Background: an optimization exercise with open tools, aiming at small area. Do not read the settings as production practice.
Function was checked by simulation only, so behaviour that the tests miss may differ from the original.
Power is estimated from default activity; no workload was simulated.

--- flow/config.mk ---
export PLATFORM = sky130hd
export DESIGN_NAME = color_run_finder
export DESIGN_NICKNAME = color_run_finder
export VERILOG_FILES = /design/flow/design.v
export SDC_FILE = /design/flow/constraint.sdc
export NUM_CORES = 4
export LEC_CHECK = 0
export CAP_MARGIN = 20
export CORE_MARGIN = 2
export CORE_UTILIZATION = 45
export PLACE_DENSITY = 0.6
export SLEW_MARGIN = 20
--- flow/constraint.sdc ---
create_clock -name core_clock -period 6.0 [get_ports {clk}]
set_input_delay 1.2000 -clock core_clock [delete_from_list [all_inputs] [get_ports {clk}]]
set_output_delay 1.2000 -clock core_clock [all_outputs]
set_load 0.01 [all_outputs]
--- flow/design.v ---
module color_match(input [15:0] p, output m);
  wire [4:0] r5 = p[15:11]; wire [5:0] G = p[10:5]; wire [5:0] R = {r5, r5[4]}; wire [5:0] B = {p[4:0], p[4]};
  wire [6:0] D = {1'b0,G} - {1'b0,B}; wire gb = ~D[6];
  wire [5:0] t = gb ? D[5:0] : (~D[5:0] + 6'd1);
  wire [5:0] mn = gb ? B : G;
  wire [6:0] d7 = {1'b0,R} - {1'b0,mn}; wire [5:0] d = d7[5:0];
  reg [5:0] LO, HI; reg [3:0] TG, TB;
  always @* begin case (r5[3:0])
    4'd0: begin LO = 6'd16; HI = 6'd27; end
    4'd1: begin LO = 6'd16; HI = 6'd28; end
    4'd2: begin LO = 6'd17; HI = 6'd30; end
    4'd3: begin LO = 6'd18; HI = 6'd32; end
    4'd4: begin LO = 6'd19; HI = 6'd33; end
    4'd5: begin LO = 6'd20; HI = 6'd35; end
    4'd6: begin LO = 6'd21; HI = 6'd37; end
    4'd7: begin LO = 6'd22; HI = 6'd38; end
    4'd8: begin LO = 6'd23; HI = 6'd40; end
    4'd9: begin LO = 6'd24; HI = 6'd41; end
    4'd10: begin LO = 6'd25; HI = 6'd43; end
    4'd11: begin LO = 6'd26; HI = 6'd45; end
    4'd12: begin LO = 6'd26; HI = 6'd46; end
    4'd13: begin LO = 6'd27; HI = 6'd48; end
    4'd14: begin LO = 6'd28; HI = 6'd50; end
    4'd15: begin LO = 6'd29; HI = 6'd51; end
  endcase end
  always @* begin case (d)
    6'd1: begin TG = 4'd0; TB = 4'd0; end
    6'd2: begin TG = 4'd0; TB = 4'd0; end
    6'd3: begin TG = 4'd0; TB = 4'd0; end
    6'd4: begin TG = 4'd0; TB = 4'd0; end
    6'd5: begin TG = 4'd0; TB = 4'd1; end
    6'd6: begin TG = 4'd0; TB = 4'd1; end
    6'd7: begin TG = 4'd0; TB = 4'd1; end
    6'd8: begin TG = 4'd0; TB = 4'd1; end
    6'd9: begin TG = 4'd1; TB = 4'd2; end
    6'd10: begin TG = 4'd1; TB = 4'd2; end
    6'd11: begin TG = 4'd1; TB = 4'd2; end
    6'd12: begin TG = 4'd1; TB = 4'd2; end
    6'd13: begin TG = 4'd1; TB = 4'd3; end
    6'd14: begin TG = 4'd1; TB = 4'd3; end
    6'd15: begin TG = 4'd1; TB = 4'd3; end
    6'd16: begin TG = 4'd1; TB = 4'd3; end
    6'd17: begin TG = 4'd1; TB = 4'd3; end
    6'd18: begin TG = 4'd2; TB = 4'd4; end
    6'd19: begin TG = 4'd2; TB = 4'd4; end
    6'd20: begin TG = 4'd2; TB = 4'd4; end
    6'd21: begin TG = 4'd2; TB = 4'd4; end
    6'd22: begin TG = 4'd2; TB = 4'd5; end
    6'd23: begin TG = 4'd2; TB = 4'd5; end
    6'd24: begin TG = 4'd2; TB = 4'd5; end
    6'd25: begin TG = 4'd2; TB = 4'd5; end
    6'd26: begin TG = 4'd3; TB = 4'd6; end
    6'd27: begin TG = 4'd3; TB = 4'd6; end
    6'd28: begin TG = 4'd3; TB = 4'd6; end
    6'd29: begin TG = 4'd3; TB = 4'd6; end
    6'd30: begin TG = 4'd3; TB = 4'd7; end
    6'd31: begin TG = 4'd3; TB = 4'd7; end
    6'd32: begin TG = 4'd3; TB = 4'd7; end
    6'd33: begin TG = 4'd3; TB = 4'd7; end
    6'd34: begin TG = 4'd3; TB = 4'd7; end
    6'd35: begin TG = 4'd4; TB = 4'd8; end
    6'd36: begin TG = 4'd4; TB = 4'd8; end
    6'd37: begin TG = 4'd4; TB = 4'd8; end
    6'd38: begin TG = 4'd4; TB = 4'd8; end
    6'd39: begin TG = 4'd4; TB = 4'd9; end
    6'd40: begin TG = 4'd4; TB = 4'd9; end
    6'd41: begin TG = 4'd4; TB = 4'd9; end
    6'd42: begin TG = 4'd4; TB = 4'd9; end
    6'd43: begin TG = 4'd5; TB = 4'd10; end
    6'd44: begin TG = 4'd5; TB = 4'd10; end
    6'd45: begin TG = 4'd5; TB = 4'd10; end
    6'd46: begin TG = 4'd5; TB = 4'd10; end
    6'd47: begin TG = 4'd5; TB = 4'd11; end
    6'd48: begin TG = 4'd5; TB = 4'd11; end
    6'd49: begin TG = 4'd5; TB = 4'd11; end
    6'd50: begin TG = 4'd5; TB = 4'd11; end
    6'd51: begin TG = 4'd5; TB = 4'd11; end
    6'd52: begin TG = 4'd6; TB = 4'd12; end
    6'd53: begin TG = 4'd6; TB = 4'd12; end
    6'd54: begin TG = 4'd6; TB = 4'd12; end
    6'd55: begin TG = 4'd6; TB = 4'd12; end
    6'd56: begin TG = 4'd6; TB = 4'd13; end
    6'd57: begin TG = 4'd6; TB = 4'd13; end
    6'd58: begin TG = 4'd6; TB = 4'd13; end
    6'd59: begin TG = 4'd6; TB = 4'd13; end
    6'd60: begin TG = 4'd7; TB = 4'd14; end
    6'd61: begin TG = 4'd7; TB = 4'd14; end
    6'd62: begin TG = 4'd7; TB = 4'd14; end
    6'd63: begin TG = 4'd7; TB = 4'd14; end
    default: begin TG = 4'd0; TB = 4'd0; end
  endcase end
  wire s_ok = ~d7[6] && d >= LO && d <= HI;
  wire h_ok = t[5:4]==2'b00 && (gb ? t[3:0] <= TG : t[3:0] <= TB);
  assign m = r5[4] && (R >= G) && (R >= B) && s_ok && h_ok;
endmodule
module run_finder (
    input clk,
    input rst,
    input end_frame_in,
    input end_line_in,
    input new_pixel,
    input pixel,
    output [10:0] run_start,
    output [10:0] run_end,
    output new_run,
    output end_line_out,
    output end_frame_out
  );
  reg [10:0] col_q, start_q;
  reg found_q;
  assign run_start = start_q;
  assign run_end = col_q;
  assign new_run = found_q & (end_line_in | (new_pixel & ~pixel));
  assign end_line_out = end_line_in;
  assign end_frame_out = end_frame_in;
  always @(posedge clk) begin
    if (rst || end_line_in || end_frame_in) begin
      col_q <= 11'd0;
      found_q <= 1'b0;
    end else if (new_pixel) begin
      col_q <= col_q + 1'b1;
      found_q <= pixel;
    end
    if (new_pixel && pixel && !found_q)
      start_q <= col_q;
  end
endmodule
module color_run_finder (
    input clk,
    input rst,
    input end_frame_in,
    input end_line_in,
    input new_pixel_in,
    input [15:0] pixel_in,
    output [10:0] run_start,
    output [10:0] run_end,
    output new_run,
    output end_line_out,
    output end_frame_out
  );
  wire match;
  color_match color_match (
      .p(pixel_in),
      .m(match)
    );
  run_finder run_finder (
      .clk(clk),
      .rst(rst),
      .end_frame_in(end_frame_in),
      .end_line_in(end_line_in),
      .new_pixel(new_pixel_in),
      .pixel(match),
      .run_start(run_start),
      .run_end(run_end),
      .new_run(new_run),
      .end_line_out(end_line_out),
      .end_frame_out(end_frame_out)
    );
endmodule
--- flow/run.sh ---
#!/bin/bash
# synth_recipe.tcl (not shown) runs the flow's synth.tcl, then flattens the netlist and writes it again
# the make line also repeats each setting of config.mk as NAME=value (left out here)
make -C /OpenROAD-flow-scripts/flow DESIGN_CONFIG=/design/flow/config.mk WORK_HOME=/design/flow/orfs CLKGATE_MAP_FILE= SYNTH_SCRIPT=/design/flow/synth_recipe.tcl finish
==> impl.org <==
** Route
- Final routed wire length divided by cell count :: between 10 and 15 um
- First-iteration detailed-routing DRC count :: a little under 90
- Routed via count divided by cell count :: 5.17
- Number of vias after detailed routing :: about 2.6k
- Detail Route Antenna Nets :: 0
- For this block, the routed nets add up to around 6400 um of wire.
- Iteration count of the initial detailed-routing pass :: 4
- After detailed routing, the number of remaining DRC violations is 0.

** Worst setup path
- Endpoint type of the worst setup path :: output pin
- Of all nets on the critical path, the largest fanout is 4.
- At the worst endpoint, the required time is around 4.8 ns.
- Startpoint type of the worst setup path :: primary input
- For the worst setup path, the data arrival time is roughly 6.1 ns.
- Critical path class :: primary input to output pin

** Placed design
- IO Port Bufs :: 45
- At the end of routability-driven placement, the weighted congestion stood at between 0.8 and 0.9.
- Dpl hpwl :: between 5000 and 6000 um

** Finish
- Net count reported at finish :: between 400 and 500
- Synthesis-to-layout area growth :: 53.4%
- Diode count :: 0
- Once layout is complete, the utilization of the core stands at 0.716.
- After filler insertion, the fill cell instance count of the layout stands at 449.
- Proportion of layout cells with a drive suffix above 1 :: 0.297

** Die
- The initialized floorplan defines 27 standard-cell rows.
- Placeable core region :: between 5000 and 6000 sq um
- Height of the die :: 79.6 um
- Die span in x :: 79.6 um
- Count of pins on the block boundary :: 46
- The initial utilization of the core area, before any placement, comes to 0.467.
- The die covers 6340 sq um.

** Clock network
- Clock insertion delay at the later pin of the skew report :: ~0.26 ns
- After clock tree synthesis, the clock-pin slew on the worst setup and hold paths is about 0.070 ns.
- CTS saw 23 sinks.
- TritonCTS built the clock tree.
- The number of clock buffers added by TritonCTS is 3.
- Maximum level of the CTS H-tree :: 1
- Hold buffer count at cts :: 0
- Buffers from clock root to sink, at most :: 2
- The root buffer cell chosen for the clock tree is clkbuf_8.

** Timing
- Final setup slack of the worst path :: -1.25 ns
- Fin Hold WS :: ~0.5 ns
- Setup total negative slack on the finished layout was measured at -4.88 ns.
- Post-route clock skew :: 0.00303 ns
- Final count of negative-setup-slack endpoints :: 12
- Part of the cycle the worst path needs :: 1.21
- Based on the critical path, the design can be clocked at up to between 100 and 150 MHz.
- Fin. max-slew vios :: 0
- At the pin with the least slew margin, the transition time is approximately 0.48 ns.
- Hold violation count in the final report :: 0
- The worst path in the final design needs a cycle of between 7 and 8 ns, including I/O delays and setup.
- Setup repair after global routing could not meet its margin everywhere.
- Headroom to the max-slew limit :: 0.678

** GRT
- Summed over all layers, the global routing overflow is 0.
- In the global route stage, met2 resource usage came out at 0.395.
- Global-route wire length before repair :: between 10000 and 15000 um
- The initial antenna violation count came to 0.
- Vias in the first global route :: roughly 2.5k
- Met3 Track Usage GR :: 0.0124
- Entering global routing, the biggest net connects 17 pins.
- For this run, global-route usage on met1 was measured as 0.265.
- The layer flagged by global routing as most heavily used is met2.
- Total global routing track utilization :: 0.214

** Yosys
- Unique masters post-synth :: 56
- By instance count, the leading cell after synthesis is ha_1.
- Yosys Warn Count :: 2
- Of the synthesized area, sequential elements account for 0.222.
- By area the synthesized netlist is led by ha_1 23%, edfxtp_1 13%, dfxtp_1 9.3%.
- The commonest cells after synthesis are 48 x ha_1, 27 x nor2_1, 26 x a21oi_1, 25 x inv_1, 22 x nand2_1.
- Of the post-synthesis cell area, the dominant cell type holds 0.233.
- Async S/R FF share, synth :: 0
- The number of nets in the synthesized netlist is 372.
- The most used flip-flop cell after synthesis is dfxtp_1.
- Synthesis produced 301 cells.
- The mapped netlist covers roughly 2600 sq um.
- Each instance of the synthesized netlist takes up on average 8.55 sq um.
- Seq cells post-synth :: 23
- The largest total area in the synthesized netlist belongs to ha_1.
- Number of flops mapped to enable cells by yosys :: 11

** Run
- Maxcap violations :: 0

** Power and ir drop
- Leakage component of the power :: 0.00176 uW
- The share of total power dissipated in the clock network is 0.114.
- Net switching power :: slightly above 300 uW
- Of the total power, the share spent switching nets is 0.379.
- Power density cells :: approximately 200 nW/um^2
- Of the total power, registers draw 0.205.
- Fraction of power consumed by combinational cells :: 0.681
- The worst-case IR drop observed on VDD is around 0.11 mV.
- Total internal power :: just under 500 uW

** Run status
- Reasons for failing layout checks :: setup timing
- Outcome :: finished with violations

** Hold path
- The worst hold path belongs to the class register to register.
## path summary, 6_finish.rpt
check	start	slack (ns)	cells past startpoint	end
max reg2reg	run_finder.col_q[0]	4.64	5	run_finder.col_q[10]
min reg2reg	run_finder.col_q[10]	0.49	0	run_finder.start_q[10]
max	pixel_in[10]	-1.25	24	new_run
min	run_finder.col_q[10]	0.49	0	run_finder.start_q[10]
## routing by layer
layer | wire length, um | share of wire
met1 | 2830 | 0.44
met2 | 3310 | 0.51
met3 | 177 | 0.028
met4 | 102 | 0.016
met5 | 0 | 0
## stage by stage
| step | power [uW] | std cells | area [sq um] | setup slack (ns) |
|---|---|---|---|---|
| 2_1_floorplan | 492 | 301 | 2680 | -1.04 |
| 6_report | 800 | 496 | 3950 | -1.25 |
| 3_5_place_dp | 676 | 479 | 3700 | -2.33 |
| 4_1_cts | 790 | 491 | 3860 | -1.42 |
| 3_3_place_gp | 664 | 479 | 3700 | -2.23 |
| 5_1_grt | 874 | 496 | 3950 | -1.42 |
## cell families after synthesis
kind of cell,after synthesis,share of synthesized area
fa+ha+maj,51,0.253
flops,23,0.222
mux,6,0.0287
simple gates,90,0.175
xor+xnor,22,0.0749
buf+inv,35,0.0540
compound gates,74,0.193
## what timing repair did
item,4_1_cts,5_1_grt
gates resized for setup,32,11
buffers inserted,6,5
cloned,2,0
endpoints found under the setup margin,13,13
endpoints found under the hold margin,0,0
pin swaps,18,19
## state kept, by name, summed over array words and instances (netlist names)
register / flops
run_finder.col_q: 11
run_finder.found_q: 1
run_finder.start_q: 11
## placed cells by master, fill, tap and decap left out, types with 3 or more instances in the layout
cell type | netlist | layout
xnor2_1 | 12 | 10
or3_1 | 3 | 3
nand3_1 | 6 | 6
o21ai_0 | 15 | 14
nand3b_1 | 3 | 3
nand2_1 | 22 | 20
nor2_1 | 27 | 25
nor3_1 | 8 | 7
a21oi_1 | 26 | 25
edfxtp_1 | 11 | 11
buf_6 | 0 | 3
inv_1 | 25 | 20
ha_4 | 0 | 4
a21o_1 | 4 | 4
inv_2 | 2 | 6
ha_1 | 48 | 42
a31oi_1 | 4 | 4
dfxtp_1 | 12 | 12
and3_1 | 3 | 3
nor2b_1 | 5 | 5
mux2i_1 | 4 | 4
clkdlybuf4s50_1 | 0 | 38
xor2_1 | 10 | 10
buf_4 | 2 | 76
clkbuf_8 | 0 | 3
## power groups by stage
stage          combinational (uW)  sequential (uW)  clock (uW)
4_1_cts                       533              164        92.9
3_3_place_gp                  497              167           0
2_1_floorplan                 325              167           0
5_1_grt                       611              164         100
3_5_place_dp                  509              167           0
6_report                      545              164        91.3
## worst max-delay path: stages
cell             delay, ns
clkdlybuf4s50_1       0.54
ha_4                  0.24
a21oi_2               0.19
o21a_4                0.19
buf_6                 0.10
nor2_4                0.03
a21o_1                0.17
ha_2                  0.18
fa_2                  0.34
nand2b_4              0.16
a21oi_4               0.21
xnor2_4               0.09
or4_4                 0.50
nand2_2               0.08
a22oi_2               0.07
ha_1                  0.33
nor2b_1               0.14
o21ai_1               0.11
a32oi_1               0.07
nor4_1                0.28
a31oi_1               0.06
or4_4                 0.42
a22o_1                0.20
buf_2                 0.15
## final cells by class
cell class | instances | area, sq um | share of cell area
inverters | 27 | 114 | 0.0289
multi-input cells | 244 | 2030 | 0.513
clock buffers | 4 | 45.0 | 0.0114
flip-flops and latches | 23 | 571 | 0.145
well taps | 72 | 90.1 | 0.0228
repair buffers | 126 | 1100 | 0.279

separate check: timing with driven ports:
The results above use ideal ports. As a check the final layout listed here was re-extracted and re-timed, cells and wires unchanged.
Step 1: set_driving_cell puts a clkbuf_16 on clk and a buf_2 on each other input, an assumption about the parent block.
Step 2 moves the port delays by t, midway between the first and last clock arrival at a register: inputs arrive t later, outputs are due t later. That takes back most of the time a late clock gives input paths.
Three values: ideal, step 1, step 2; two values: the first two.
t, ns: 0.281
setup slack, ns: -1.249 / -1.276 / -1.276
worst setup path after step 2: input to output
worst data-port slew with drivers (ns): 0.06
pins driven straight from the clock port: 1
The setup slack of this run moves by -0.027 ns with the drivers and by -0.027 ns with both steps.
